Context: an optimization exercise on an open-source flow, tuned for small area, a short achievable clock period and few clock cycles per item. The choices shown serve that exercise and are no tape-out recipe. The RTL was checked by simulation tests, not by an equivalence proof against the original design. Power is estimated from default activity; no workload was simulated.

<file path="design/flow/design.v">
module alu #(
    parameter INST_W = 4,
    parameter INT_W  = 6,
    parameter FRAC_W = 10,
    parameter DATA_W = INT_W + FRAC_W
)(
    input                      i_clk,
    input                      i_rst_n,
    input                      i_in_valid,
    output                     o_busy,
    input         [INST_W-1:0] i_inst,
    input  signed [DATA_W-1:0] i_data_a,
    input  signed [DATA_W-1:0] i_data_b,
    output                     o_out_valid,
    output        [DATA_W-1:0] o_data
);
integer i;
reg        busy_q;
reg        v1;
reg [3:0]  inst1;
reg [15:0] a1, b1;
reg [15:0] asel1;      
reg [7:0]  enc_one, enc_two, enc_neg;
reg [1:0]  icode;      
wire sp_c1 = (i_data_a[15:11] == 5'b00000);             
wire sp_c5 = !i_data_a[15] && !sp_c1;                   
wire sp_c2 = (i_data_a[15:10] == 6'b111111);            
wire sp_c3 = (i_data_a[15:10] == 6'b111110);            
wire sp_c4 = (i_data_a[15:10] == 6'b111101);            
wire [15:0] sp_k = sp_c1 ? 16'd10922 :
                   sp_c2 ? 16'd5461  :
                   sp_c3 ? 16'd3641  :
                   sp_c4 ? 16'd1820  :
                   sp_c5 ? 16'd16384 : 16'd0;
wire        in_sp = (i_inst == 4'd4);
wire [15:0] op_b = in_sp ? sp_k : i_data_b;
wire [16:0] op_bx = {op_b, 1'b0};
wire        take = i_in_valid && !busy_q;
assign o_busy = busy_q;
always @(posedge i_clk or negedge i_rst_n) begin
    if (!i_rst_n) begin
        busy_q <= 1'b1;
        v1     <= 1'b0;
    end else begin
        busy_q <= 1'b0;
        v1     <= take;
    end
end
always @(posedge i_clk) begin
    inst1 <= i_inst;
    a1    <= i_data_a;
    b1    <= op_b;
    for (i = 0; i < 16; i = i + 1)
        asel1[i] <= take && (i_inst == 4'd3) && (i_data_a[3:0] == i);
    icode <= !in_sp ? 2'd0 : (sp_c1 || sp_c2) ? 2'd1 : sp_c3 ? 2'd2 : sp_c4 ? 2'd3 : 2'd0;
    for (i = 0; i < 8; i = i + 1) begin
        enc_one[i] <= op_bx[2*i+1] ^ op_bx[2*i];
        enc_two[i] <= (op_bx[2*i+2] & ~op_bx[2*i+1] & ~op_bx[2*i]) | (~op_bx[2*i+2] & op_bx[2*i+1] & op_bx[2*i]);
        enc_neg[i] <= op_bx[2*i+2];
    end
end
reg        v2;
reg [1:0]  kind2;      
reg [15:0] x2;         
reg [23:0] m0, m1;     
reg        mc;         
reg [15:0] asel2;
reg [9:0]  hi_rd2;     
reg        ac2;        
reg [5:0]  bh2;        
reg [9:0]  acc_lo [0:15];
reg [9:0]  acc_hi [0:15];
reg [15:0] accw;
reg [9:0]  lo_cur, hi_arr;
always @(*) begin
    lo_cur = 10'd0;
    hi_arr = 10'd0;
    for (i = 0; i < 16; i = i + 1) begin
        lo_cur = lo_cur | ({10{asel1[i] & accw[i]}} & acc_lo[i]);
        hi_arr = hi_arr | ({10{asel1[i] & accw[i]}} & acc_hi[i]);
    end
end
wire       hi_fwd = |(asel1 & asel2);
wire [9:0] hi_sum;
wire [9:0] hi_cur = hi_fwd ? hi_sum : hi_arr;
wire [10:0] lo_sum = {1'b0, lo_cur} + {1'b0, b1[9:0]};
always @(posedge i_clk) begin
    for (i = 0; i < 16; i = i + 1)
        if (asel1[i]) acc_lo[i] <= lo_sum[9:0];
end
always @(posedge i_clk or negedge i_rst_n) begin
    if (!i_rst_n) accw <= 16'd0;
    else          accw <= accw | asel1;
end
wire is_mul = (inst1 == 4'd2);
wire is_sp  = (inst1 == 4'd4);
wire is_acc = (inst1 == 4'd3);
wire bo0 = enc_one[0];
wire bt0 = enc_two[0];
wire bn0 = enc_neg[0];
wire pp0_0 = ((bo0 & a1[0]) | (bt0 & 1'b0)) ^ bn0;
wire pp0_1 = ((bo0 & a1[1]) | (bt0 & a1[0])) ^ bn0;
wire pp0_2 = ((bo0 & a1[2]) | (bt0 & a1[1])) ^ bn0;
wire pp0_3 = ((bo0 & a1[3]) | (bt0 & a1[2])) ^ bn0;
wire pp0_4 = ((bo0 & a1[4]) | (bt0 & a1[3])) ^ bn0;
wire pp0_5 = ((bo0 & a1[5]) | (bt0 & a1[4])) ^ bn0;
wire pp0_6 = ((bo0 & a1[6]) | (bt0 & a1[5])) ^ bn0;
wire pp0_7 = ((bo0 & a1[7]) | (bt0 & a1[6])) ^ bn0;
wire pp0_8 = ((bo0 & a1[8]) | (bt0 & a1[7])) ^ bn0;
wire pp0_9 = ((bo0 & a1[9]) | (bt0 & a1[8])) ^ bn0;
wire pp0_10 = ((bo0 & a1[10]) | (bt0 & a1[9])) ^ bn0;
wire pp0_11 = ((bo0 & a1[11]) | (bt0 & a1[10])) ^ bn0;
wire pp0_12 = ((bo0 & a1[12]) | (bt0 & a1[11])) ^ bn0;
wire pp0_13 = ((bo0 & a1[13]) | (bt0 & a1[12])) ^ bn0;
wire pp0_14 = ((bo0 & a1[14]) | (bt0 & a1[13])) ^ bn0;
wire pp0_15 = ((bo0 & a1[15]) | (bt0 & a1[14])) ^ bn0;
wire pp0_16 = ~(((bo0 & a1[15]) | (bt0 & a1[15])) ^ bn0);
wire bo1 = enc_one[1];
wire bt1 = enc_two[1];
wire bn1 = enc_neg[1];
wire pp1_0 = ((bo1 & a1[0]) | (bt1 & 1'b0)) ^ bn1;
wire pp1_1 = ((bo1 & a1[1]) | (bt1 & a1[0])) ^ bn1;
wire pp1_2 = ((bo1 & a1[2]) | (bt1 & a1[1])) ^ bn1;
wire pp1_3 = ((bo1 & a1[3]) | (bt1 & a1[2])) ^ bn1;
wire pp1_4 = ((bo1 & a1[4]) | (bt1 & a1[3])) ^ bn1;
wire pp1_5 = ((bo1 & a1[5]) | (bt1 & a1[4])) ^ bn1;
wire pp1_6 = ((bo1 & a1[6]) | (bt1 & a1[5])) ^ bn1;
wire pp1_7 = ((bo1 & a1[7]) | (bt1 & a1[6])) ^ bn1;
wire pp1_8 = ((bo1 & a1[8]) | (bt1 & a1[7])) ^ bn1;
wire pp1_9 = ((bo1 & a1[9]) | (bt1 & a1[8])) ^ bn1;
wire pp1_10 = ((bo1 & a1[10]) | (bt1 & a1[9])) ^ bn1;
wire pp1_11 = ((bo1 & a1[11]) | (bt1 & a1[10])) ^ bn1;
wire pp1_12 = ((bo1 & a1[12]) | (bt1 & a1[11])) ^ bn1;
wire pp1_13 = ((bo1 & a1[13]) | (bt1 & a1[12])) ^ bn1;
wire pp1_14 = ((bo1 & a1[14]) | (bt1 & a1[13])) ^ bn1;
wire pp1_15 = ((bo1 & a1[15]) | (bt1 & a1[14])) ^ bn1;
wire pp1_16 = ~(((bo1 & a1[15]) | (bt1 & a1[15])) ^ bn1);
wire bo2 = enc_one[2];
wire bt2 = enc_two[2];
wire bn2 = enc_neg[2];
wire pp2_0 = ((bo2 & a1[0]) | (bt2 & 1'b0)) ^ bn2;
wire pp2_1 = ((bo2 & a1[1]) | (bt2 & a1[0])) ^ bn2;
wire pp2_2 = ((bo2 & a1[2]) | (bt2 & a1[1])) ^ bn2;
wire pp2_3 = ((bo2 & a1[3]) | (bt2 & a1[2])) ^ bn2;
wire pp2_4 = ((bo2 & a1[4]) | (bt2 & a1[3])) ^ bn2;
wire pp2_5 = ((bo2 & a1[5]) | (bt2 & a1[4])) ^ bn2;
wire pp2_6 = ((bo2 & a1[6]) | (bt2 & a1[5])) ^ bn2;
wire pp2_7 = ((bo2 & a1[7]) | (bt2 & a1[6])) ^ bn2;
wire pp2_8 = ((bo2 & a1[8]) | (bt2 & a1[7])) ^ bn2;
wire pp2_9 = ((bo2 & a1[9]) | (bt2 & a1[8])) ^ bn2;
wire pp2_10 = ((bo2 & a1[10]) | (bt2 & a1[9])) ^ bn2;
wire pp2_11 = ((bo2 & a1[11]) | (bt2 & a1[10])) ^ bn2;
wire pp2_12 = ((bo2 & a1[12]) | (bt2 & a1[11])) ^ bn2;
wire pp2_13 = ((bo2 & a1[13]) | (bt2 & a1[12])) ^ bn2;
wire pp2_14 = ((bo2 & a1[14]) | (bt2 & a1[13])) ^ bn2;
wire pp2_15 = ((bo2 & a1[15]) | (bt2 & a1[14])) ^ bn2;
wire pp2_16 = ~(((bo2 & a1[15]) | (bt2 & a1[15])) ^ bn2);
wire bo3 = enc_one[3];
wire bt3 = enc_two[3];
wire bn3 = enc_neg[3];
wire pp3_0 = ((bo3 & a1[0]) | (bt3 & 1'b0)) ^ bn3;
wire pp3_1 = ((bo3 & a1[1]) | (bt3 & a1[0])) ^ bn3;
wire pp3_2 = ((bo3 & a1[2]) | (bt3 & a1[1])) ^ bn3;
wire pp3_3 = ((bo3 & a1[3]) | (bt3 & a1[2])) ^ bn3;
wire pp3_4 = ((bo3 & a1[4]) | (bt3 & a1[3])) ^ bn3;
wire pp3_5 = ((bo3 & a1[5]) | (bt3 & a1[4])) ^ bn3;
wire pp3_6 = ((bo3 & a1[6]) | (bt3 & a1[5])) ^ bn3;
wire pp3_7 = ((bo3 & a1[7]) | (bt3 & a1[6])) ^ bn3;
wire pp3_8 = ((bo3 & a1[8]) | (bt3 & a1[7])) ^ bn3;
wire pp3_9 = ((bo3 & a1[9]) | (bt3 & a1[8])) ^ bn3;
wire pp3_10 = ((bo3 & a1[10]) | (bt3 & a1[9])) ^ bn3;
wire pp3_11 = ((bo3 & a1[11]) | (bt3 & a1[10])) ^ bn3;
wire pp3_12 = ((bo3 & a1[12]) | (bt3 & a1[11])) ^ bn3;
wire pp3_13 = ((bo3 & a1[13]) | (bt3 & a1[12])) ^ bn3;
wire pp3_14 = ((bo3 & a1[14]) | (bt3 & a1[13])) ^ bn3;
wire pp3_15 = ((bo3 & a1[15]) | (bt3 & a1[14])) ^ bn3;
wire pp3_16 = ~(((bo3 & a1[15]) | (bt3 & a1[15])) ^ bn3);
wire bo4 = enc_one[4];
wire bt4 = enc_two[4];
wire bn4 = enc_neg[4];
wire pp4_0 = ((bo4 & a1[0]) | (bt4 & 1'b0)) ^ bn4;
wire pp4_1 = ((bo4 & a1[1]) | (bt4 & a1[0])) ^ bn4;
wire pp4_2 = ((bo4 & a1[2]) | (bt4 & a1[1])) ^ bn4;
wire pp4_3 = ((bo4 & a1[3]) | (bt4 & a1[2])) ^ bn4;
wire pp4_4 = ((bo4 & a1[4]) | (bt4 & a1[3])) ^ bn4;
wire pp4_5 = ((bo4 & a1[5]) | (bt4 & a1[4])) ^ bn4;
wire pp4_6 = ((bo4 & a1[6]) | (bt4 & a1[5])) ^ bn4;
wire pp4_7 = ((bo4 & a1[7]) | (bt4 & a1[6])) ^ bn4;
wire pp4_8 = ((bo4 & a1[8]) | (bt4 & a1[7])) ^ bn4;
wire pp4_9 = ((bo4 & a1[9]) | (bt4 & a1[8])) ^ bn4;
wire pp4_10 = ((bo4 & a1[10]) | (bt4 & a1[9])) ^ bn4;
wire pp4_11 = ((bo4 & a1[11]) | (bt4 & a1[10])) ^ bn4;
wire pp4_12 = ((bo4 & a1[12]) | (bt4 & a1[11])) ^ bn4;
wire pp4_13 = ((bo4 & a1[13]) | (bt4 & a1[12])) ^ bn4;
wire pp4_14 = ((bo4 & a1[14]) | (bt4 & a1[13])) ^ bn4;
wire pp4_15 = ((bo4 & a1[15]) | (bt4 & a1[14])) ^ bn4;
wire pp4_16 = ~(((bo4 & a1[15]) | (bt4 & a1[15])) ^ bn4);
wire bo5 = enc_one[5];
wire bt5 = enc_two[5];
wire bn5 = enc_neg[5];
wire pp5_0 = ((bo5 & a1[0]) | (bt5 & 1'b0)) ^ bn5;
wire pp5_1 = ((bo5 & a1[1]) | (bt5 & a1[0])) ^ bn5;
wire pp5_2 = ((bo5 & a1[2]) | (bt5 & a1[1])) ^ bn5;
wire pp5_3 = ((bo5 & a1[3]) | (bt5 & a1[2])) ^ bn5;
wire pp5_4 = ((bo5 & a1[4]) | (bt5 & a1[3])) ^ bn5;
wire pp5_5 = ((bo5 & a1[5]) | (bt5 & a1[4])) ^ bn5;
wire pp5_6 = ((bo5 & a1[6]) | (bt5 & a1[5])) ^ bn5;
wire pp5_7 = ((bo5 & a1[7]) | (bt5 & a1[6])) ^ bn5;
wire pp5_8 = ((bo5 & a1[8]) | (bt5 & a1[7])) ^ bn5;
wire pp5_9 = ((bo5 & a1[9]) | (bt5 & a1[8])) ^ bn5;
wire pp5_10 = ((bo5 & a1[10]) | (bt5 & a1[9])) ^ bn5;
wire pp5_11 = ((bo5 & a1[11]) | (bt5 & a1[10])) ^ bn5;
wire pp5_12 = ((bo5 & a1[12]) | (bt5 & a1[11])) ^ bn5;
wire pp5_13 = ((bo5 & a1[13]) | (bt5 & a1[12])) ^ bn5;
wire pp5_14 = ((bo5 & a1[14]) | (bt5 & a1[13])) ^ bn5;
wire pp5_15 = ((bo5 & a1[15]) | (bt5 & a1[14])) ^ bn5;
wire pp5_16 = ~(((bo5 & a1[15]) | (bt5 & a1[15])) ^ bn5);
wire bo6 = enc_one[6];
wire bt6 = enc_two[6];
wire bn6 = enc_neg[6];
wire pp6_0 = ((bo6 & a1[0]) | (bt6 & 1'b0)) ^ bn6;
wire pp6_1 = ((bo6 & a1[1]) | (bt6 & a1[0])) ^ bn6;
wire pp6_2 = ((bo6 & a1[2]) | (bt6 & a1[1])) ^ bn6;
wire pp6_3 = ((bo6 & a1[3]) | (bt6 & a1[2])) ^ bn6;
wire pp6_4 = ((bo6 & a1[4]) | (bt6 & a1[3])) ^ bn6;
wire pp6_5 = ((bo6 & a1[5]) | (bt6 & a1[4])) ^ bn6;
wire pp6_6 = ((bo6 & a1[6]) | (bt6 & a1[5])) ^ bn6;
wire pp6_7 = ((bo6 & a1[7]) | (bt6 & a1[6])) ^ bn6;
wire pp6_8 = ((bo6 & a1[8]) | (bt6 & a1[7])) ^ bn6;
wire pp6_9 = ((bo6 & a1[9]) | (bt6 & a1[8])) ^ bn6;
wire pp6_10 = ((bo6 & a1[10]) | (bt6 & a1[9])) ^ bn6;
wire pp6_11 = ((bo6 & a1[11]) | (bt6 & a1[10])) ^ bn6;
wire pp6_12 = ((bo6 & a1[12]) | (bt6 & a1[11])) ^ bn6;
wire pp6_13 = ((bo6 & a1[13]) | (bt6 & a1[12])) ^ bn6;
wire pp6_14 = ((bo6 & a1[14]) | (bt6 & a1[13])) ^ bn6;
wire pp6_15 = ((bo6 & a1[15]) | (bt6 & a1[14])) ^ bn6;
wire pp6_16 = ~(((bo6 & a1[15]) | (bt6 & a1[15])) ^ bn6);
wire bo7 = enc_one[7];
wire bt7 = enc_two[7];
wire bn7 = enc_neg[7];
wire pp7_0 = ((bo7 & a1[0]) | (bt7 & 1'b0)) ^ bn7;
wire pp7_1 = ((bo7 & a1[1]) | (bt7 & a1[0])) ^ bn7;
wire pp7_2 = ((bo7 & a1[2]) | (bt7 & a1[1])) ^ bn7;
wire pp7_3 = ((bo7 & a1[3]) | (bt7 & a1[2])) ^ bn7;
wire pp7_4 = ((bo7 & a1[4]) | (bt7 & a1[3])) ^ bn7;
wire pp7_5 = ((bo7 & a1[5]) | (bt7 & a1[4])) ^ bn7;
wire pp7_6 = ((bo7 & a1[6]) | (bt7 & a1[5])) ^ bn7;
wire pp7_7 = ((bo7 & a1[7]) | (bt7 & a1[6])) ^ bn7;
wire pp7_8 = ((bo7 & a1[8]) | (bt7 & a1[7])) ^ bn7;
wire pp7_9 = ((bo7 & a1[9]) | (bt7 & a1[8])) ^ bn7;
wire pp7_10 = ((bo7 & a1[10]) | (bt7 & a1[9])) ^ bn7;
wire pp7_11 = ((bo7 & a1[11]) | (bt7 & a1[10])) ^ bn7;
wire pp7_12 = ((bo7 & a1[12]) | (bt7 & a1[11])) ^ bn7;
wire pp7_13 = ((bo7 & a1[13]) | (bt7 & a1[12])) ^ bn7;
wire pp7_14 = ((bo7 & a1[14]) | (bt7 & a1[13])) ^ bn7;
wire pp7_15 = ((bo7 & a1[15]) | (bt7 & a1[14])) ^ bn7;
wire pp7_16 = ~(((bo7 & a1[15]) | (bt7 & a1[15])) ^ bn7);
wire kc9 = (icode == 2'd0);
wire kc11 = (icode == 2'd1) | (icode == 2'd2);
wire kc12 = (icode == 2'd2) | (icode == 2'd3);
wire kc13 = (icode == 2'd3);
wire kc14 = (icode == 2'd1) | (icode == 2'd2) | (icode == 2'd3) | bn7;
wire kc15 = (icode == 2'd1);
wire kc16 = (icode == 2'd0) | (icode == 2'd1) | (icode == 2'd2);
wire kc17 = (icode == 2'd0);
wire kc18 = (icode == 2'd1);
wire kc19 = (icode == 2'd0) | (icode == 2'd2);
wire kc20 = (icode == 2'd1) | (icode == 2'd2);
wire kc21 = (icode == 2'd0) | (icode == 2'd2);
wire kc22 = (icode == 2'd1);
wire kc23 = (icode == 2'd0);
wire kc24 = (icode == 2'd1) | (icode == 2'd2) | (icode == 2'd3);
wire hs0 = bn5 ^ pp0_10;
wire hc0 = bn5 & pp0_10;
wire fs0 = kc11 ^ pp0_11 ^ pp1_9;
wire fc0 = (kc11 & pp0_11) | (kc11 & pp1_9) | (pp0_11 & pp1_9);
wire fs1 = bn6 ^ kc12 ^ pp0_12;
wire fc1 = (bn6 & kc12) | (bn6 & pp0_12) | (kc12 & pp0_12);
wire fs2 = pp1_10 ^ pp2_8 ^ pp3_6;
wire fc2 = (pp1_10 & pp2_8) | (pp1_10 & pp3_6) | (pp2_8 & pp3_6);
wire fs3 = kc13 ^ pp0_13 ^ pp1_11;
wire fc3 = (kc13 & pp0_13) | (kc13 & pp1_11) | (pp0_13 & pp1_11);
wire fs4 = pp2_9 ^ pp3_7 ^ pp4_5;
wire fc4 = (pp2_9 & pp3_7) | (pp2_9 & pp4_5) | (pp3_7 & pp4_5);
wire fs5 = kc14 ^ pp0_14 ^ pp1_12;
wire fc5 = (kc14 & pp0_14) | (kc14 & pp1_12) | (pp0_14 & pp1_12);
wire fs6 = pp2_10 ^ pp3_8 ^ pp4_6;
wire fc6 = (pp2_10 & pp3_8) | (pp2_10 & pp4_6) | (pp3_8 & pp4_6);
wire hs1 = pp5_4 ^ pp6_2;
wire hc1 = pp5_4 & pp6_2;
wire fs7 = kc15 ^ pp0_15 ^ pp1_13;
wire fc7 = (kc15 & pp0_15) | (kc15 & pp1_13) | (pp0_15 & pp1_13);
wire fs8 = pp2_11 ^ pp3_9 ^ pp4_7;
wire fc8 = (pp2_11 & pp3_9) | (pp2_11 & pp4_7) | (pp3_9 & pp4_7);
wire fs9 = pp5_5 ^ pp6_3 ^ pp7_1;
wire fc9 = (pp5_5 & pp6_3) | (pp5_5 & pp7_1) | (pp6_3 & pp7_1);
wire fs10 = kc16 ^ pp0_16 ^ pp1_14;
wire fc10 = (kc16 & pp0_16) | (kc16 & pp1_14) | (pp0_16 & pp1_14);
wire fs11 = pp2_12 ^ pp3_10 ^ pp4_8;
wire fc11 = (pp2_12 & pp3_10) | (pp2_12 & pp4_8) | (pp3_10 & pp4_8);
wire fs12 = pp5_6 ^ pp6_4 ^ pp7_2;
wire fc12 = (pp5_6 & pp6_4) | (pp5_6 & pp7_2) | (pp6_4 & pp7_2);
wire fs13 = kc17 ^ pp1_15 ^ pp2_13;
wire fc13 = (kc17 & pp1_15) | (kc17 & pp2_13) | (pp1_15 & pp2_13);
wire fs14 = pp3_11 ^ pp4_9 ^ pp5_7;
wire fc14 = (pp3_11 & pp4_9) | (pp3_11 & pp5_7) | (pp4_9 & pp5_7);
wire hs2 = pp6_5 ^ pp7_3;
wire hc2 = pp6_5 & pp7_3;
wire fs15 = kc18 ^ pp1_16 ^ pp2_14;
wire fc15 = (kc18 & pp1_16) | (kc18 & pp2_14) | (pp1_16 & pp2_14);
wire fs16 = pp3_12 ^ pp4_10 ^ pp5_8;
wire fc16 = (pp3_12 & pp4_10) | (pp3_12 & pp5_8) | (pp4_10 & pp5_8);
wire hs3 = pp6_6 ^ pp7_4;
wire hc3 = pp6_6 & pp7_4;
wire fs17 = kc19 ^ pp2_15 ^ pp3_13;
wire fc17 = (kc19 & pp2_15) | (kc19 & pp3_13) | (pp2_15 & pp3_13);
wire fs18 = pp4_11 ^ pp5_9 ^ pp6_7;
wire fc18 = (pp4_11 & pp5_9) | (pp4_11 & pp6_7) | (pp5_9 & pp6_7);
wire fs19 = kc20 ^ pp2_16 ^ pp3_14;
wire fc19 = (kc20 & pp2_16) | (kc20 & pp3_14) | (pp2_16 & pp3_14);
wire hs4 = pp4_12 ^ pp5_10;
wire hc4 = pp4_12 & pp5_10;
wire fs20 = kc21 ^ pp3_15 ^ pp4_13;
wire fc20 = (kc21 & pp3_15) | (kc21 & pp4_13) | (pp3_15 & pp4_13);
wire hs5 = kc22 ^ pp3_16;
wire hc5 = kc22 & pp3_16;
wire hs6 = bn3 ^ pp0_6;
wire hc6 = bn3 & pp0_6;
wire hs7 = pp0_7 ^ pp1_5;
wire hc7 = pp0_7 & pp1_5;
wire fs21 = bn4 ^ pp0_8 ^ pp1_6;
wire fc21 = (bn4 & pp0_8) | (bn4 & pp1_6) | (pp0_8 & pp1_6);
wire hs8 = pp2_4 ^ pp3_2;
wire hc8 = pp2_4 & pp3_2;
wire fs22 = kc9 ^ pp0_9 ^ pp1_7;
wire fc22 = (kc9 & pp0_9) | (kc9 & pp1_7) | (pp0_9 & pp1_7);
wire fs23 = pp2_5 ^ pp3_3 ^ pp4_1;
wire fc23 = (pp2_5 & pp3_3) | (pp2_5 & pp4_1) | (pp3_3 & pp4_1);
wire fs24 = pp1_8 ^ pp2_6 ^ pp3_4;
wire fc24 = (pp1_8 & pp2_6) | (pp1_8 & pp3_4) | (pp2_6 & pp3_4);
wire fs25 = pp4_2 ^ pp5_0 ^ hs0;
wire fc25 = (pp4_2 & pp5_0) | (pp4_2 & hs0) | (pp5_0 & hs0);
wire fs26 = pp2_7 ^ pp3_5 ^ pp4_3;
wire fc26 = (pp2_7 & pp3_5) | (pp2_7 & pp4_3) | (pp3_5 & pp4_3);
wire fs27 = pp5_1 ^ hc0 ^ fs0;
wire fc27 = (pp5_1 & hc0) | (pp5_1 & fs0) | (hc0 & fs0);
wire fs28 = pp4_4 ^ pp5_2 ^ pp6_0;
wire fc28 = (pp4_4 & pp5_2) | (pp4_4 & pp6_0) | (pp5_2 & pp6_0);
wire fs29 = fc0 ^ fs1 ^ fs2;
wire fc29 = (fc0 & fs1) | (fc0 & fs2) | (fs1 & fs2);
wire fs30 = pp5_3 ^ pp6_1 ^ fc1;
wire fc30 = (pp5_3 & pp6_1) | (pp5_3 & fc1) | (pp6_1 & fc1);
wire fs31 = fc2 ^ fs3 ^ fs4;
wire fc31 = (fc2 & fs3) | (fc2 & fs4) | (fs3 & fs4);
wire fs32 = pp7_0 ^ hs1 ^ fc3;
wire fc32 = (pp7_0 & hs1) | (pp7_0 & fc3) | (hs1 & fc3);
wire fs33 = fc4 ^ fs5 ^ fs6;
wire fc33 = (fc4 & fs5) | (fc4 & fs6) | (fs5 & fs6);
wire fs34 = hc1 ^ fc5 ^ fc6;
wire fc34 = (hc1 & fc5) | (hc1 & fc6) | (fc5 & fc6);
wire fs35 = fs7 ^ fs8 ^ fs9;
wire fc35 = (fs7 & fs8) | (fs7 & fs9) | (fs8 & fs9);
wire fs36 = fc7 ^ fc8 ^ fc9;
wire fc36 = (fc7 & fc8) | (fc7 & fc9) | (fc8 & fc9);
wire fs37 = fs10 ^ fs11 ^ fs12;
wire fc37 = (fs10 & fs11) | (fs10 & fs12) | (fs11 & fs12);
wire fs38 = hs2 ^ fc10 ^ fc11;
wire fc38 = (hs2 & fc10) | (hs2 & fc11) | (fc10 & fc11);
wire fs39 = fc12 ^ fs13 ^ fs14;
wire fc39 = (fc12 & fs13) | (fc12 & fs14) | (fs13 & fs14);
wire fs40 = hc2 ^ hs3 ^ fc13;
wire fc40 = (hc2 & hs3) | (hc2 & fc13) | (hs3 & fc13);
wire fs41 = fc14 ^ fs15 ^ fs16;
wire fc41 = (fc14 & fs15) | (fc14 & fs16) | (fs15 & fs16);
wire fs42 = pp7_5 ^ hc3 ^ fc15;
wire fc42 = (pp7_5 & hc3) | (pp7_5 & fc15) | (hc3 & fc15);
wire fs43 = fc16 ^ fs17 ^ fs18;
wire fc43 = (fc16 & fs17) | (fc16 & fs18) | (fs17 & fs18);
wire fs44 = pp6_8 ^ pp7_6 ^ hs4;
wire fc44 = (pp6_8 & pp7_6) | (pp6_8 & hs4) | (pp7_6 & hs4);
wire fs45 = fc17 ^ fc18 ^ fs19;
wire fc45 = (fc17 & fc18) | (fc17 & fs19) | (fc18 & fs19);
wire fs46 = pp5_11 ^ pp6_9 ^ pp7_7;
wire fc46 = (pp5_11 & pp6_9) | (pp5_11 & pp7_7) | (pp6_9 & pp7_7);
wire fs47 = hc4 ^ fc19 ^ fs20;
wire fc47 = (hc4 & fc19) | (hc4 & fs20) | (fc19 & fs20);
wire fs48 = pp4_14 ^ pp5_12 ^ pp6_10;
wire fc48 = (pp4_14 & pp5_12) | (pp4_14 & pp6_10) | (pp5_12 & pp6_10);
wire fs49 = pp7_8 ^ hs5 ^ fc20;
wire fc49 = (pp7_8 & hs5) | (pp7_8 & fc20) | (hs5 & fc20);
wire fs50 = kc23 ^ pp4_15 ^ pp5_13;
wire fc50 = (kc23 & pp4_15) | (kc23 & pp5_13) | (pp4_15 & pp5_13);
wire fs51 = pp6_11 ^ pp7_9 ^ hc5;
wire fc51 = (pp6_11 & pp7_9) | (pp6_11 & hc5) | (pp7_9 & hc5);
wire fs52 = kc24 ^ pp4_16 ^ pp5_14;
wire fc52 = (kc24 & pp4_16) | (kc24 & pp5_14) | (pp4_16 & pp5_14);
wire hs9 = pp6_12 ^ pp7_10;
wire hc9 = pp6_12 & pp7_10;
wire fs53 = 1'b1 ^ pp5_15 ^ pp6_13;
wire fc53 = (1'b1 & pp5_15) | (1'b1 & pp6_13) | (pp5_15 & pp6_13);
wire hs10 = bn2 ^ pp0_4;
wire hc10 = bn2 & pp0_4;
wire hs11 = pp0_5 ^ pp1_3;
wire hc11 = pp0_5 & pp1_3;
wire fs54 = pp1_4 ^ pp2_2 ^ pp3_0;
wire fc54 = (pp1_4 & pp2_2) | (pp1_4 & pp3_0) | (pp2_2 & pp3_0);
wire fs55 = pp2_3 ^ pp3_1 ^ hc6;
wire fc55 = (pp2_3 & pp3_1) | (pp2_3 & hc6) | (pp3_1 & hc6);
wire fs56 = pp4_0 ^ hc7 ^ hs8;
wire fc56 = (pp4_0 & hc7) | (pp4_0 & hs8) | (hc7 & hs8);
wire fs57 = hc8 ^ fc21 ^ fs22;
wire fc57 = (hc8 & fc21) | (hc8 & fs22) | (fc21 & fs22);
wire fs58 = fc22 ^ fc23 ^ fs24;
wire fc58 = (fc22 & fc23) | (fc22 & fs24) | (fc23 & fs24);
wire fs59 = fc24 ^ fs26 ^ fc25;
wire fc59 = (fc24 & fs26) | (fc24 & fc25) | (fs26 & fc25);
wire fs60 = fc26 ^ fs28 ^ fc27;
wire fc60 = (fc26 & fs28) | (fc26 & fc27) | (fs28 & fc27);
wire fs61 = fc28 ^ fc29 ^ fs30;
wire fc61 = (fc28 & fc29) | (fc28 & fs30) | (fc29 & fs30);
wire fs62 = fc30 ^ fc31 ^ fs32;
wire fc62 = (fc30 & fc31) | (fc30 & fs32) | (fc31 & fs32);
wire fs63 = fc32 ^ fc33 ^ fs34;
wire fc63 = (fc32 & fc33) | (fc32 & fs34) | (fc33 & fs34);
wire fs64 = fc34 ^ fc35 ^ fs36;
wire fc64 = (fc34 & fc35) | (fc34 & fs36) | (fc35 & fs36);
wire fs65 = fc36 ^ fc37 ^ fs38;
wire fc65 = (fc36 & fc37) | (fc36 & fs38) | (fc37 & fs38);
wire fs66 = fc38 ^ fc39 ^ fs40;
wire fc66 = (fc38 & fc39) | (fc38 & fs40) | (fc39 & fs40);
wire fs67 = fc40 ^ fc41 ^ fs42;
wire fc67 = (fc40 & fc41) | (fc40 & fs42) | (fc41 & fs42);
wire fs68 = fc42 ^ fs44 ^ fc43;
wire fc68 = (fc42 & fs44) | (fc42 & fc43) | (fs44 & fc43);
wire fs69 = fs46 ^ fc44 ^ fc45;
wire fc69 = (fs46 & fc44) | (fs46 & fc45) | (fc44 & fc45);
wire fs70 = fc46 ^ fs48 ^ fc47;
wire fc70 = (fc46 & fs48) | (fc46 & fc47) | (fs48 & fc47);
wire fs71 = fc48 ^ fs50 ^ fs51;
wire fc71 = (fc48 & fs50) | (fc48 & fs51) | (fs50 & fs51);
wire fs72 = hs9 ^ fc50 ^ fs52;
wire fc72 = (hs9 & fc50) | (hs9 & fs52) | (fc50 & fs52);
wire fs73 = pp7_11 ^ hc9 ^ fc52;
wire fc73 = (pp7_11 & hc9) | (pp7_11 & fc52) | (hc9 & fc52);
wire fs74 = pp5_16 ^ pp6_14 ^ pp7_12;
wire fc74 = (pp5_16 & pp6_14) | (pp5_16 & pp7_12) | (pp6_14 & pp7_12);
wire hs12 = 1'b1 ^ pp6_15;
wire hc12 = 1'b1 & pp6_15;
wire hs13 = bn1 ^ pp0_2;
wire hc13 = bn1 & pp0_2;
wire hs14 = pp0_3 ^ pp1_1;
wire hc14 = pp0_3 & pp1_1;
wire fs75 = pp1_2 ^ pp2_0 ^ hs10;
wire fc75 = (pp1_2 & pp2_0) | (pp1_2 & hs10) | (pp2_0 & hs10);
wire fs76 = pp2_1 ^ hc10 ^ hs11;
wire fc76 = (pp2_1 & hc10) | (pp2_1 & hs11) | (hc10 & hs11);
wire fs77 = hc11 ^ hs6 ^ fs54;
wire fc77 = (hc11 & hs6) | (hc11 & fs54) | (hs6 & fs54);
wire fs78 = hs7 ^ fc54 ^ fs55;
wire fc78 = (hs7 & fc54) | (hs7 & fs55) | (fc54 & fs55);
wire fs79 = fs21 ^ fc55 ^ fs56;
wire fc79 = (fs21 & fc55) | (fs21 & fs56) | (fc55 & fs56);
wire fs80 = fs23 ^ fc56 ^ fs57;
wire fc80 = (fs23 & fc56) | (fs23 & fs57) | (fc56 & fs57);
wire fs81 = fs25 ^ fc57 ^ fs58;
wire fc81 = (fs25 & fc57) | (fs25 & fs58) | (fc57 & fs58);
wire fs82 = fc58 ^ fs27 ^ fs59;
wire fc82 = (fc58 & fs27) | (fc58 & fs59) | (fs27 & fs59);
wire fs83 = fs29 ^ fc59 ^ fs60;
wire fc83 = (fs29 & fc59) | (fs29 & fs60) | (fc59 & fs60);
wire fs84 = fs31 ^ fc60 ^ fs61;
wire fc84 = (fs31 & fc60) | (fs31 & fs61) | (fc60 & fs61);
wire fs85 = fs33 ^ fc61 ^ fs62;
wire fc85 = (fs33 & fc61) | (fs33 & fs62) | (fc61 & fs62);
wire fs86 = fs35 ^ fc62 ^ fs63;
wire fc86 = (fs35 & fc62) | (fs35 & fs63) | (fc62 & fs63);
wire fs87 = fs37 ^ fc63 ^ fs64;
wire fc87 = (fs37 & fc63) | (fs37 & fs64) | (fc63 & fs64);
wire fs88 = fs39 ^ fc64 ^ fs65;
wire fc88 = (fs39 & fc64) | (fs39 & fs65) | (fc64 & fs65);
wire fs89 = fs41 ^ fc65 ^ fs66;
wire fc89 = (fs41 & fc65) | (fs41 & fs66) | (fc65 & fs66);
wire fs90 = fs43 ^ fc66 ^ fs67;
wire fc90 = (fs43 & fc66) | (fs43 & fs67) | (fc66 & fs67);
wire fs91 = fs45 ^ fc67 ^ fs68;
wire fc91 = (fs45 & fc67) | (fs45 & fs68) | (fc67 & fs68);
wire fs92 = fs47 ^ fc68 ^ fs69;
wire fc92 = (fs47 & fc68) | (fs47 & fs69) | (fc68 & fs69);
wire fs93 = fs49 ^ fc69 ^ fs70;
wire fc93 = (fs49 & fc69) | (fs49 & fs70) | (fc69 & fs70);
wire fs94 = fc49 ^ fs71 ^ fc70;
wire fc94 = (fc49 & fs71) | (fc49 & fc70) | (fs71 & fc70);
wire fs95 = fc51 ^ fs72 ^ fc71;
wire fc95 = (fc51 & fs72) | (fc51 & fc71) | (fs72 & fc71);
wire fs96 = fs53 ^ fc72 ^ fs73;
wire fc96 = (fs53 & fc72) | (fs53 & fs73) | (fc72 & fs73);
wire fs97 = fc53 ^ fs74 ^ fc73;
wire fc97 = (fc53 & fs74) | (fc53 & fc73) | (fs74 & fc73);
wire fs98 = pp7_13 ^ hs12 ^ fc74;
wire fc98 = (pp7_13 & hs12) | (pp7_13 & fc74) | (hs12 & fc74);
wire fs99 = pp6_16 ^ pp7_14 ^ hc12;
wire fc99 = (pp6_16 & pp7_14) | (pp6_16 & hc12) | (pp7_14 & hc12);
wire hs15 = 1'b1 ^ pp7_15;
wire hc15 = 1'b1 & pp7_15;
wire [31:0] mr0 = {1'b1, pp7_16, fc99, fc98, fc97, fc96, fc95, fc94, fc93, fc92, fc91, fc90, fc89, fc88, fc87, fc86, fc85, fc84, fc83, fc82, fc81, fc80, fc79, fc78, fc77, fc76, fc75, hc14, hc13, pp1_0, pp0_1, bn0};
wire [31:0] mr1 = {1'b0, hc15, hs15, fs99, fs98, fs97, fs96, fs95, fs94, fs93, fs92, fs91, fs90, fs89, fs88, fs87, fs86, fs85, fs84, fs83, fs82, fs81, fs80, fs79, fs78, fs77, fs76, fs75, hs14, hs13, 1'b0, pp0_0};
wire [8:0] mlow = {1'b0, mr0[7:0]} + {1'b0, mr1[7:0]};
wire        sub  = inst1[0];
wire [15:0] bx   = b1 ^ {16{sub}};
wire [16:0] as   = {a1[15], a1} + {bx[15], bx} + {16'd0, sub};
wire [15:0] as_s = (as[16] == as[15]) ? as[15:0] : as[16] ? 16'h8000 : 16'h7fff;
wire        is_rot = inst1[0];
wire [3:0]  sh   = is_rot ? (4'd0 - b1[3:0]) : b1[3:0];
wire [15:0] rr   = ({a1, a1} >> sh);
reg  [15:0] therm;                        
always @(*) begin
    for (i = 0; i < 16; i = i + 1)
        therm[i] = (b1[3:0] > i);
end
reg  [15:0] shf;
always @(*) begin
    for (i = 0; i < 16; i = i + 1) begin
        if (is_rot)
            shf[i] = (b1[15:5] != 11'd0 || (b1[4] && therm[i])) ? 1'b0 : rr[i];
        else
            shf[i] = (b1[15:4] != 12'd0 || therm[15-i]) ? a1[15] : rr[i];
    end
end
reg  [4:0]  clz;
always @(*) begin
    clz = 5'd16;
    for (i = 0; i < 16; i = i + 1)
        if (a1[i]) clz = 5'd15 - i;
end
reg [15:0] rmatch;
always @(*) begin
    rmatch = 16'd0;
    for (i = 0; i < 13; i = i + 1)
        rmatch[i] = (a1[i +: 4] == {b1[15-i], b1[14-i], b1[13-i], b1[12-i]});
end
reg [15:0] simple;
always @(*) begin
    case (inst1)
        4'd0, 4'd1: simple = as_s;
        4'd5:       simple = a1 ^ b1;
        4'd6, 4'd7: simple = shf;
        4'd8:       simple = {11'd0, clz};
        default:    simple = rmatch;
    endcase
end
always @(posedge i_clk or negedge i_rst_n) begin
    if (!i_rst_n) v2 <= 1'b0;
    else          v2 <= v1;
end
always @(posedge i_clk) begin
    kind2 <= is_acc ? 2'd1 : is_mul ? 2'd2 : is_sp ? 2'd3 : 2'd0;
    x2    <= is_acc ? {6'd0, lo_sum[9:0]} : simple;
    m0    <= mr0[31:8];
    m1    <= mr1[31:8];
    mc    <= mlow[8];
    asel2 <= asel1;
    hi_rd2 <= hi_cur;
    ac2   <= lo_sum[10];
    bh2   <= b1[15:10];
end
reg        vo;
reg [15:0] out_q;
assign hi_sum = hi_rd2 + {{4{bh2[5]}}, bh2} + {9'd0, ac2};
always @(posedge i_clk) begin
    for (i = 0; i < 16; i = i + 1)
        if (asel2[i]) acc_hi[i] <= hi_sum;
end
wire [23:0] t = m0 + m1 + {23'd0, mc};
wire [15:0] mul_r = (t[23:17] == 7'h00 || t[23:17] == 7'h7f) ? t[17:2] :
                    t[23] ? 16'h8000 : 16'h7fff;
wire [15:0] acc_r = (hi_sum[9:5] == 5'h00 || hi_sum[9:5] == 5'h1f) ? {hi_sum[5:0], x2[9:0]} :
                    hi_sum[9] ? 16'h8000 : 16'h7fff;
always @(posedge i_clk or negedge i_rst_n) begin
    if (!i_rst_n) vo <= 1'b0;
    else          vo <= v2;
end
always @(posedge i_clk) begin
    case (kind2)
        2'd1:    out_q <= acc_r;
        2'd2:    out_q <= mul_r;
        2'd3:    out_q <= t[21:6];
        default: out_q <= x2;
    endcase
end
assign o_out_valid = vo;
assign o_data      = out_q;
endmodule
</file>
<file path="design/flow/flow/run.sh">
#!/bin/bash
cd "$(dirname "$0")/.."
cat >> config.mk <<'EOC'
export TNS_END_PERCENT = 10
export BUFFER_PORTS_ARGS = -buffer_cell sky130_fd_sc_hd__buf_2
export CTS_ARGS = -sink_clustering_enable -repair_clock_nets -dont_use_dummy_load -sink_clustering_size 22 -sink_clustering_max_diameter 120
EOC
cp config.mk config_cts.mk
echo "export SETUP_SLACK_MARGIN = 7" >> config.mk
bash standard.sh cts > standard_cts.log 2>&1
cp config_cts.mk config.mk
echo "export SETUP_SLACK_MARGIN = 6.3" >> config.mk
bash standard.sh finish > standard.log 2>&1
</file>
<file path="design/flow/standard.sh">
#!/bin/bash
# synth_recipe.tcl (not shown) runs the flow's synth.tcl, then flattens the netlist and writes it again
# the make line also repeats each setting of config.mk as NAME=value (left out here)
make -C /OpenROAD-flow-scripts/flow DESIGN_CONFIG=/design/flow/config.mk WORK_HOME=/design/flow/orfs CLKGATE_MAP_FILE= SYNTH_SCRIPT=/design/flow/synth_recipe.tcl "${@:-finish}"
</file>
<file path="design/flow/config.mk">
export PLATFORM = sky130hd
export DESIGN_NAME = alu
export DESIGN_NICKNAME = alu
export VERILOG_FILES = /design/flow/design.v
export SDC_FILE = /design/flow/constraint.sdc
export NUM_CORES = 4
export LEC_CHECK = 0
export CAP_MARGIN = 20
export CORE_MARGIN = 2
export CORE_UTILIZATION = 40
export SLEW_MARGIN = 20
export TNS_END_PERCENT = 10
export BUFFER_PORTS_ARGS = -buffer_cell sky130_fd_sc_hd__buf_2
export CTS_ARGS = -sink_clustering_enable -repair_clock_nets -dont_use_dummy_load -sink_clustering_size 22 -sink_clustering_max_diameter 120
export SETUP_SLACK_MARGIN = 6.3
</file>
<file path="design/flow/constraint.sdc">
create_clock -name core_clock -period 10.0 [get_ports {i_clk}]
set_input_delay 2.0000 -clock core_clock [delete_from_list [all_inputs] [get_ports {i_clk}]]
set_output_delay 2.0000 -clock core_clock [all_outputs]
set_load 0.01 [all_outputs]
</file>
==> metrics.yaml, run 1 <==
status: "timing/DRC/antenna clean"
muxShareOfSynthArea_pct: 2.64
wl_per_cell_um: 26.2
ys_seq_elements: 523
cts_root_buf: "clkbuf_16"
holdPathEnd: "vo"
cts_tree: "yes"
grt_use_total_pct: 24.5
areaGrowthSynthToFinish_pct: 13.1
hold_violations: 0
yosys-top-cells-count: "edfxtp_1 (320), dfxtp_1 (183), a22oi_1 (179), xnor2_1 (154), inv_1 (132)"
hp-class: "reg2reg"
skew_ps: 33.6
worst_ep_required_time_ps: 10470
yosysTopAreaCell: "edfxtp_1"
timing.final.crit_share_pct: 34.9
max_slew_margin_pct: 33.7
ys_types: 83
clock_latency_ps: 600
vias: 20100
pin_count: 57
routed_wl_um: 88000
die_h_um: 267
critical_path.max_fanout: 31
min_from: "v2"
n_antenna_cell: 0
die_w_um: 267
yosysSeqAreaShare_pct: 49.7
design.core.area_um2: 68600
cap_violations: 0
syn_area_um2: 27700
worstSetupPathType: "reg2reg"
synth_top_family_by_area: "compound AO/OA/AOI/OAI gates"
synth.avg_cell_area_um2: 11.7
drtIter0Drc: 2072
rsz0062_at_grt: "yes"
cp-end-kind: "flop"
dpl_cell_area_um2: 29200
cp_data_arrival_time_ps: 3960
final_cell_area_um2: 31300
hold_depth: 0
antenna_found_initial: 2
tightest_slew_ps: 993
rows: 96
reg2reg_from: "enc_neg[1]"
grt_max_degree: 32
power_switching_mw: 2.28
clk_pin_slew_ps: 100
clk_path_buf_depth: 3
io_buffer_count: 56
vias_per_cell: 6.00
grt_pass1_vias: 20200
synth_xor_area_share_pct: 8.47
synth_fa_ha_area_share_pct: 11.4
drv_slew: 0
start_util_pct: 40.4
dp_hpwl_um: 54900
synthTopCellsByArea: "edfxtp_1 (35%), dfxtp_1 (13%), fa_1 (7.4%), xnor2_1 (4.9%), a22oi_1 (4.9%)"
synth-warning-count: 3
drive_gt1_share_pct: 15.5
synth-compound-area-share_pct: 16.6
timing.rr.end: "m1[7]"
ant_nets: 0
synth_edf_count: 320
die_area_um2: 71400
final_nets: 2650
vdd_drop_max_mv: 0.138
cts-buffers-inserted: 27
reg2reg_depth: 8
cts_sinks: 523
cellPowerDensity_nw_per_um2: 201
combinationalPowerShare_pct: 40.6
gp_congestion: 0.938
clkPwrFrac_pct: 18.2
synth_flop_cell: "edfxtp_1"
synthDominantCellAreaShare_pct: 34.7
yosysMostFrequentCell: "edfxtp_1"
rrSetupSlack_ps: 6510
layout_min_cycle_time_ps: 3490
synth-simple-area-share_pct: 7.01
synth_fp_nets: 2602
synthArstFlopShare_pct: 3.82
synth_cells: 2374
grt_pass1_wl_um: 131000
p_int_mw: 4.01
p_leak_nw: 11.7
ctsHtreeMaxLevel: 1
setup-violations-final: 0
pwr-share-seq_pct: 41.2
max_freq_mhz: 286
dr.pass1.iters: 8
post-route-drc-count: 0
tns_ps: 0
worstSetupStartpointType: "flop"
gr-total-overflow: 0
sw_frac_of_total_pct: 36.3
-- power by group through the flow --
stage	clock [mW]	sequential [mW]	combinational [mW]
detailed placement	0	2.62	2.30
CTS	1.16	2.59	2.53
floorplan	0	2.55	1.69
global placement	0	2.62	2.27
global route	1.24	2.60	2.83
finish	1.15	2.59	2.56
-- layer usage --
| metal | up-vias | GRT usage (%) | share of wire, % |
|---|---|---|---|
| met2 | 977 | 39.4 | 46 |
| li1 | 8795 | - | - |
| met1 | 10200 | 34.4 | 43 |
| met3 | 167 | 3.42 | 8.0 |
| met4 | 0 | 7.15 | 3.0 |
| met5 | - | 0 | 0 |
-- state kept, by name, indices dropped and copies added, names as in the netlist, 2 cells and up --
| name | count |
|---|---|
| a1 | 16 |
| asel2 | 16 |
| icode | 2 |
| kind2 | 2 |
| enc_neg | 7 |
| b1 | 8 |
| enc_one | 8 |
| accw | 16 |
| x2 | 16 |
| bh2 | 6 |
| acc_hi | 160 |
| asel1 | 16 |
| acc_lo | 160 |
| m1 | 23 |
| enc_two | 8 |
| hi_rd2 | 10 |
| out_q | 16 |
| m0 | 23 |
| inst1 | 4 |
-- worst max-delay path by stage --
stage	startpoint	endpoint	slack, ps
final	enc_neg[1]	m1[7]	6510
after global routing	accw[3]	acc_lo[4][8]	6300
after CTS	accw[7]	x2[9]	6510
after detailed placement	hi_rd2[0]	out_q[14]	5760
after global placement	enc_one[0]	x2[10]	5770
after floorplan	i_inst[0]	enc_two[4]	6450
-- cell type report --
| cell class | count | area, um2 |
|---|---|---|
| Tap cell | 931 | 1160 |
| Sequential cell | 523 | 13900 |
| Timing Repair Buffer | 183 | 1630 |
| Clock buffer | 27 | 676 |
| Fill cell | 6164 | 37300 |
| Multi-Input combinational cell | 1552 | 13500 |
| Inverter | 135 | 518 |
-- through the flow --
stage	hold slack [ps]	setup WS (ps)	util (%)	total power, mW	instances
final	350	6510	45.7	6.29	3351
after global routing	364	6300	45.7	6.66	3351
after CTS	349	6510	45.7	6.29	3350
after detailed placement	340	5760	42.5	4.92	3251
after global placement	332	5770	42.5	4.89	3250
after floorplan	329	6450	-	4.24	2374
-- kinds of logic after synthesis --
family / after synthesis
AOI/OAI and AO/OA: 630
other: 1
and+or+nand+nor: 389
muxes: 71
xor gates and xnor gates: 268
buffers and inverters: 301
DFF: 523
adders and majority gates: 191
-- worst max-delay path, stage by stage, from the launching register on --
cell and delay, ps:
dfxtp_1 320, buf_4 490, clkinv_4 350, xnor2_1 300
fa_1 480, fa_1 430, fa_1 510, inv_1 70
fa_1 420
-- repair_timing --
action,CTS,global route
pin swaps,55,2
setup endpoints to repair,223,19
hold buffers,0,0
buffers inserted,61,1
resized for setup,153,1
gates cloned,11,0
-- placed cells by master (no fill, tap or decap), drive strengths merged, types with 17 or more instances in the layout --
cell type    n
xor2       114
edfxtp     320
or2         17
a21oi       96
nor2        92
and2        29
a22oi      180
fa         103
a22o        59
a21o        24
mux2i       67
ha          86
nor3        30
dfxtp      183
nand4       36
nand3       28
nand2       95
a31oi       21
dfrtp       19
a221oi      66
inv        131
clkbuf      27
xnor2      154
buf        176
o21ai       75
Testbench counts, summed over its fixed seeds: cycles 3,224, items 3,200.
==> run 2, diff against run 1 <==
==> design/flow/flow/run.sh (replaced) <==
#!/bin/bash
cd "$(dirname "$0")/.."
cat >> config.mk <<'EOC'
export TNS_END_PERCENT = 5
export BUFFER_PORTS_ARGS = -buffer_cell sky130_fd_sc_hd__buf_2
export CTS_ARGS = -sink_clustering_enable -repair_clock_nets -dont_use_dummy_load -sink_clustering_size 22 -sink_clustering_max_diameter 120
EOC
cp config.mk config_cts.mk
echo "export SETUP_SLACK_MARGIN = 7.3" >> config.mk
bash standard.sh cts > standard_cts.log 2>&1
cp config_cts.mk config.mk
echo "export SETUP_SLACK_MARGIN = 6.3" >> config.mk
bash standard.sh finish > standard.log 2>&1
--- a/design/flow/config.mk
+++ b/design/flow/config.mk
@@ -9,7 +9,7 @@
 export CORE_MARGIN = 2
 export CORE_UTILIZATION = 40
 export SLEW_MARGIN = 20
-export TNS_END_PERCENT = 10
+export TNS_END_PERCENT = 5
 export BUFFER_PORTS_ARGS = -buffer_cell sky130_fd_sc_hd__buf_2
 export CTS_ARGS = -sink_clustering_enable -repair_clock_nets -dont_use_dummy_load -sink_clustering_size 22 -sink_clustering_max_diameter 120
 export SETUP_SLACK_MARGIN = 6.3
==> metrics.yaml, run 2 <==
status: "timing/DRC/antenna clean"  # unchanged
cellPowerDensity_nw_per_um2: 199  # was 201 nW/um2
clk_path_buf_depth: 3  # unchanged
endpoint: "m1[8]"  # was m1[7]
yosysSeqAreaShare_pct: 49.7  # unchanged
cts_hold_buf: 0  # unchanged
crit_path_start: "enc_one[2]"  # was enc_neg[1]
vdd_drop_max_mv: 0.146  # was 0.138 mV
design.core.area_um2: 68600  # unchanged
rows: 96  # unchanged
die_w_um: 267  # unchanged
layout_commonest_cell: "edfxtp_1"  # unchanged
synth-compound-area-share_pct: 16.6  # unchanged
drtIter0Drc: 2181  # was 2,072
tightest_slew_ps: 978  # was 993 ps
timing.rr.end: "m1[8]"  # was m1[7]
vias: 20200  # was 20,100
yosys-top-cells-count: "edfxtp_1 (320), dfxtp_1 (183), a22oi_1 (179), xnor2_1 (154), inv_1 (132)"  # unchanged
reg2reg_from: "enc_one[2]"  # was enc_neg[1]
ys_types: 83  # unchanged
synth_fp_nets: 2602  # unchanged
routed_wl_um: 89900  # was 88,000 um
hp-class: "reg2reg"  # unchanged
dp_hpwl_um: 57300  # was 54,900 um
ys_seq_elements: 523  # unchanged
cts_root_buf: "clkbuf_16"  # unchanged
synth-warning-count: 3  # unchanged
cp_data_arrival_time_ps: 3990  # was 3960 ps
synth_fa_ha_area_share_pct: 11.4  # unchanged
areaGrowthSynthToFinish_pct: 13.1  # about the same
tns_ps: 0  # unchanged
ant_nets: 0  # unchanged
cap_violations: 0  # unchanged
synthTopCellsByArea: "edfxtp_1 (35%), dfxtp_1 (13%), fa_1 (7.4%), xnor2_1 (4.9%), a22oi_1 (4.9%)"  # unchanged
power_mw: 6.22  # was 6.29 mW
reg2reg_depth: 9  # was 8
clock_latency_ps: 630  # was 600 ps
synth.avg_cell_area_um2: 11.7  # unchanged
yosysMostFrequentCell: "edfxtp_1"  # unchanged
worstSetupStartpointType: "flop"  # unchanged
synth_cells: 2374  # unchanged
grt_pass1_vias: 20000  # was 20,200
n_antenna_cell: 0  # unchanged
critical_path.max_fanout: 17  # was 31
synth_flop_cell: "edfxtp_1"  # unchanged
final_nets: 2655  # was 2,650
grt_use_total_pct: 25.2  # was 24.5%
gr-total-overflow: 0  # unchanged
grt_max_degree: 32  # unchanged
dr.pass1.iters: 6  # was 8
pin_count: 57  # unchanged
cts-buffers-inserted: 28  # was 27
max_slew_margin_pct: 34.5  # was 33.7%
gp_congestion: 0.917  # was 0.938
worstSetupPathType: "reg2reg"  # unchanged
mostFrequentLayoutCells: "edfxtp_1 (320), a22oi_1 (179), dfxtp_1 (163)"  # was edfxtp_1 (320), a22oi_1 (169), dfxtp_1 (155)
yosysTopAreaCell: "edfxtp_1"  # unchanged
setup-violations-final: 0  # unchanged
synth_edf_count: 320  # unchanged
max_freq_mhz: 280  # was 286 MHz
drv_slew: 0  # unchanged
wl_per_cell_um: 26.8  # was 26.2 um
io_buffer_count: 56  # unchanged
post-route-drc-count: 0  # unchanged
layout_min_cycle_time_ps: 3570  # was 3490 ps
drive_gt1_share_pct: 14.8  # was 15.5%
die_area_um2: 71400  # unchanged
synthArstFlopShare_pct: 3.82  # unchanged
rrSetupSlack_ps: 6430  # was 6510 ps
grt_pass1_wl_um: 134000  # was 131,000 um
synth_xor_area_share_pct: 8.47  # unchanged
worst_ep_required_time_ps: 10420  # was 10,470 ps
antenna_found_initial: 1  # was 2
clk_pin_slew_ps: 90  # was 100 ps
rsz0062_at_grt: "yes"  # unchanged
synth_top_family_by_area: "compound AO/OA/AOI/OAI gates"  # unchanged
hold_violations: 0  # unchanged
start_util_pct: 40.4  # unchanged
skew_ps: 106  # was 33.6 ps
cts_tree: "yes"  # unchanged
ctsHtreeMaxLevel: 1  # unchanged
die_h_um: 267  # unchanged
cts_sinks: 523  # unchanged
muxShareOfSynthArea_pct: 2.64  # unchanged
p_leak_nw: 11.8  # was 11.7 nW
vias_per_cell: 6.02  # was 6.00
cp-end-kind: "flop"  # unchanged
biggestRegsByFlops: "acc_hi x160, acc_lo x160"  # unchanged
synthDominantCellAreaShare_pct: 34.7  # unchanged
synth-simple-area-share_pct: 7.01  # unchanged
timing.final.crit_share_pct: 35.7  # was 34.9%
syn_area_um2: 27700  # unchanged
-- run 2: cell counts after synthesis --
No cell type changed its count.
-- run 2: metal layers --
metal  wire length, um  global-route usage [%]
met1             37500                    35.0
met2             42000                    40.8
met3              7520                    3.56
met4              2830                    7.56
met5                 0                       0
-- run 2: final cells by class --
type / instances / area (um2)
inverter: 135 / 518
timing repair buffer: 184 / 1670
fill: 6169 / 37300
clock buffer: 28 / 701
multi-input combinational: 1555 / 13400
sequential: 523 / 13800
tap: 931 / 1160
-- run 2: worst min path at each step --
stage           start  endpoint  slack [ps]  cells past startpoint
2_1_floorplan  b1[10]    bh2[0]         330                      0
3_3_place_gp       v2        vo         330                      0
3_5_place_dp       v2        vo         340                      0
4_1_cts            v2        vo         360                      0
5_1_grt            v2        vo         370                      0
6_report           v2        vo         360                      0
-- run 2: logic make-up after synthesis --
group                    Yosys count
AO/OA/AOI/OAI                    630
flip-flops                       523
AND/OR/NAND/NOR                  389
buffers and inverters            301
XOR/XNOR                         268
adder cells (fa/ha/maj)          191
multiplexers                      71
other                              1
-- run 2: critical path: stages, from the launching register on --
cell and delay [ps]:
dfxtp_1 910, a22oi_1 230, xor2_1 220, fa_1 570, inv_1 60, fa_1 380
inv_1 90, fa_1 430, inv_1 80, fa_1 450
-- run 2: timing repair --
item / CTS / global route
cloned: 12 / 0
buffers inserted: 66 / 1
gates resized for setup: 167 / 0
endpoints found under the setup margin: 284 / 23
pin swaps: 42 / 2
-- run 2: per-stage QoR --
stage / util [%] / hold WS [ps] / setup WS [ps] / instance area (um2) / instances
floorplan: - / 329 / 6440 / 27900 / 2374
global placement: 42.4 / 334 / 5400 / 29100 / 3249
detailed placement: 42.4 / 342 / 5270 / 29100 / 3249
CTS: 45.6 / 357 / 6490 / 31300 / 3355
global route: 45.7 / 373 / 6260 / 31300 / 3356
finish: 45.7 / 359 / 6430 / 31300 / 3356
-- run 2: power by group --
group / total [mW] / switching, mW / internal [mW]
logic: 2.48 / 1.50 / 0.983
clock network: 1.17 / 0.677 / 0.497
registers: 2.57 / 0.119 / 2.45
==> run 3, diff against run 2 <==
==> design/flow/flow/run.sh (replaced) <==
#!/bin/bash
cd "$(dirname "$0")/.."
cat >> config.mk <<'EOC'
export TNS_END_PERCENT = 10
export BUFFER_PORTS_ARGS = -buffer_cell sky130_fd_sc_hd__buf_2
export CTS_ARGS = -sink_clustering_enable -repair_clock_nets -dont_use_dummy_load -sink_clustering_size 22 -sink_clustering_max_diameter 120
EOC
cp config.mk config_cts.mk
echo "export SETUP_SLACK_MARGIN = 6.75" >> config.mk
bash standard.sh cts > standard_cts.log 2>&1
cp config_cts.mk config.mk
echo "export SETUP_SLACK_MARGIN = 6.4" >> config.mk
bash standard.sh finish > standard.log 2>&1
--- a/design/flow/config.mk
+++ b/design/flow/config.mk
@@ -9,7 +9,7 @@
 export CORE_MARGIN = 2
 export CORE_UTILIZATION = 40
 export SLEW_MARGIN = 20
-export TNS_END_PERCENT = 5
+export TNS_END_PERCENT = 10
 export BUFFER_PORTS_ARGS = -buffer_cell sky130_fd_sc_hd__buf_2
 export CTS_ARGS = -sink_clustering_enable -repair_clock_nets -dont_use_dummy_load -sink_clustering_size 22 -sink_clustering_max_diameter 120
-export SETUP_SLACK_MARGIN = 6.3
+export SETUP_SLACK_MARGIN = 6.4
==> metrics.yaml, run 3 <==
status: "timing/DRC/antenna clean"  # unchanged
io_buffer_count: 56  # unchanged
layout_min_cycle_time_ps: 3550  # was 3570 ps
pin_count: 57  # unchanged
critical_path.max_fanout: 22  # was 17
cts_hold_buf: 0  # unchanged
yosysMostFrequentCell: "edfxtp_1"  # unchanged
synth_edf_count: 320  # unchanged
tightest_slew_ps: 1140  # was 978 ps
synthDominantCellAreaShare_pct: 34.7  # unchanged
rows: 96  # unchanged
worstSetupStartpointType: "flop"  # unchanged
routed_wl_um: 89900  # about the same
ys_seq_elements: 523  # unchanged
grt_pass1_vias: 20500  # was 20,000
endpoint: "x2[11]"  # was m1[8]
synth-warning-count: 3  # unchanged
dr.pass1.iters: 5  # was 6
critPathMaxStageDelay_ps: 430  # was 910 ps
hp-class: "reg2reg"  # unchanged
crit_chain: "buf_4, xor2_1, ha_1, a21o_1, a21oi_2, o21bai_1, a2111oi_2, o41a_1, o211ai_1, o21ai_1, xnor2_2, o21ai_2, a31oi_2"  # was a22oi_1, xor2_1, fa_1, inv_1, fa_1, inv_1, fa_1, inv_1, fa_1
synth_cells: 2374  # unchanged
grt_max_degree: 32  # unchanged
wl_per_cell_um: 26.7  # was 26.8 um
yosysTopAreaCell: "edfxtp_1"  # unchanged
cp-end-kind: "flop"  # unchanged
fin_util_pct: 46.2  # was 45.7%
reg2reg_depth: 13  # was 9
yosys-top-cells-count: "edfxtp_1 (320), dfxtp_1 (183), a22oi_1 (179), xnor2_1 (154), inv_1 (132)"  # unchanged
reg2reg_from: "b1[2]"  # was enc_one[2]
hold_depth: 0  # unchanged
slowest_stage: "xnor2_2"  # was dfxtp_1
antenna_found_initial: 3  # was 1
vias_per_cell: 6.01  # was 6.02
grt_pass1_wl_um: 134000  # about the same
grt_use_total_pct: 25.1  # was 25.2%
mostFrequentLayoutCells: "edfxtp_1 (320), a22oi_1 (179), dfxtp_1 (154)"  # was edfxtp_1 (320), a22oi_1 (179), dfxtp_1 (163)
vdd_drop_max_mv: 0.139  # was 0.146 mV
rrSetupSlack_ps: 6450  # was 6430 ps
cap_violations: 0  # unchanged
final_nets: 2668  # was 2,655
rsz0062_at_grt: "yes"  # unchanged
ctsHtreeMaxLevel: 1  # unchanged
synth_fp_nets: 2602  # unchanged
skew_ps: 105  # was 106 ps
cts_root_buf: "clkbuf_16"  # unchanged
ys_types: 83  # unchanged
worst_ep_required_time_ps: 10480  # was 10,420 ps
areaGrowthSynthToFinish_pct: 14.4  # was 13.1%
gr-total-overflow: 0  # unchanged
max_slew_margin_pct: 23.6  # was 34.5%
min_from: "v2"  # unchanged
cellPowerDensity_nw_per_um2: 201  # was 199 nW/um2
gp_congestion: 0.912  # was 0.917
post-route-drc-count: 0  # unchanged
cts_sinks: 523  # unchanged
layout_commonest_cell: "edfxtp_1"  # unchanged
drive_gt1_share_pct: 16.4  # was 14.8%
start_util_pct: 40.4  # unchanged
clk_path_buf_depth: 3  # unchanged
vias: 20300  # was 20,200
die_h_um: 267  # unchanged
dp_hpwl_um: 56600  # was 57,300 um
tns_ps: 0  # unchanged
drtIter0Drc: 2306  # was 2,181
design.core.area_um2: 68600  # unchanged
cts_tree: "yes"  # unchanged
ant_nets: 0  # unchanged
biggestRegsByFlops: "acc_hi x160, acc_lo x160"  # unchanged
power_mw: 6.39  # was 6.22 mW
synth.avg_cell_area_um2: 11.7  # unchanged
cp_data_arrival_time_ps: 4030  # was 3990 ps
die_area_um2: 71400  # unchanged
syn_area_um2: 27700  # unchanged
synthArstFlopShare_pct: 3.82  # unchanged
cts-buffers-inserted: 28  # unchanged
drv_slew: 0  # unchanged
p_leak_nw: 11.9  # was 11.8 nW
clk_pin_slew_ps: 100  # was 90 ps
die_w_um: 267  # unchanged
timing.rr.end: "x2[11]"  # was m1[8]
hold_violations: 0  # unchanged
yosysSeqAreaShare_pct: 49.7  # unchanged
worstSetupPathType: "reg2reg"  # unchanged
clock_latency_ps: 640  # was 630 ps
crit_path_start: "b1[2]"  # was enc_one[2]
synth_flop_cell: "edfxtp_1"  # unchanged
synthTopCellsByArea: "edfxtp_1 (35%), dfxtp_1 (13%), fa_1 (7.4%), xnor2_1 (4.9%), a22oi_1 (4.9%)"  # unchanged
timing.final.crit_share_pct: 35.5  # was 35.7%
setup-violations-final: 0  # unchanged
max_freq_mhz: 282  # was 280 MHz
## run 3: cell counts after synthesis
Identical to the previous run, type by type.
## run 3: metrics by stage
stage          hold slack, ps  area, um2  setup slack [ps]  instances
2_1_floorplan             329      27900              6440       2374
3_3_place_gp              333      29100              5390       3248
3_5_place_dp              337      29100              5370       3248
4_1_cts                   364      31700              6580       3368
5_1_grt                   361      31700              6330       3369
6_report                  358      31700              6450       3370
## run 3: worst min path at each step
stage	end	slack (ps)
detailed placement	vo	340
global placement	vo	330
CTS	vo	360
floorplan	bh2[0]	330
finish	vo	360
global route	vo	360
## run 3: what timing repair did
action                     in CTS  in global routing
buffers inserted               77                  1
setup endpoints to repair     215                 29
gates cloned                   15                  0
pin swaps                      70                  3
resized for setup             204                  0
## run 3: logic make-up after synthesis
logic type / Yosys count / synth area share, %
flip-flops: 523 / 49.7
AO/OA/AOI/OAI: 630 / 16.6
adder cells (fa/ha/maj): 191 / 11.4
buffers and inverters: 301 / 4.14
multiplexers: 71 / 2.64
other: 1 / 0.0135
AND/OR/NAND/NOR: 389 / 7.01
XOR/XNOR: 268 / 8.47
## run 3: area by class of cell
type | instances | area (um2)
fillers | 6153 | 36900
flip-flops and latches | 523 | 13900
multi-input cells | 1553 | 13600
repair buffers | 199 | 1890
well taps | 931 | 1160
clock buffers | 28 | 701
inverters | 135 | 518
diodes | 1 | 2.50
## run 3: report_power, final
part           total (mW)  switching, mW  internal [mW]
registers            2.59          0.134           2.45
clock network        1.17          0.674          0.496
logic                2.63           1.53           1.10
## run 3: worst max-delay path: cells and delay by family (launching register included)
| family | cells | cell delay, ps |
|---|---|---|
| fa+ha+maj | 1 | 360 |
| compound gates | 9 | 1830 |
| flops | 1 | 310 |
| xor+xnor | 2 | 560 |
| buf+inv | 1 | 360 |
## run 3: metal layers
layer | global-route usage, % | vias to the layer above | share of wire [%]
li1 | - | 8844 | -
met1 | 34.0 | 10100 | 41
met2 | 40.1 | 1084 | 46
met3 | 4.49 | 209 | 8.8
met4 | 9.44 | 2 | 4.0
met5 | 0 | - | 0.014

-- separate check: timing with driven ports --
No port has a modelled driver above. Below, the same layouts with a new extraction and two added sets of constraints. Step 1 (the two cells are an assumption about what drives the block):
set clk [get_ports {i_clk}]
set_driving_cell -lib_cell sky130_fd_sc_hd__clkbuf_16 $clk
set_driving_cell -lib_cell sky130_fd_sc_hd__buf_2 [delete_from_list [all_inputs] $clk]
Step 2 moves the port delays by t, midway between the first and last clock arrival at a register: inputs arrive t later, outputs are due t later. That takes back most of the time a late clock gives input paths. Three values: ideal ports, drivers, drivers and shift; two values: the first two.
run	t (ns)	setup WS [ns]	worst setup path at the end
run 1	0.653	6.508 / 6.508 / 5.918	input to register
run 2	0.651	6.433 / 6.433 / 5.917	input to register
run 3	0.654	6.448 / 6.448 / 5.940	input to register
After both steps every run listed still meets setup and hold. The setup slack of run 1, which loses most, moves by 0.000 ns with the drivers and by -0.590 ns with both steps.
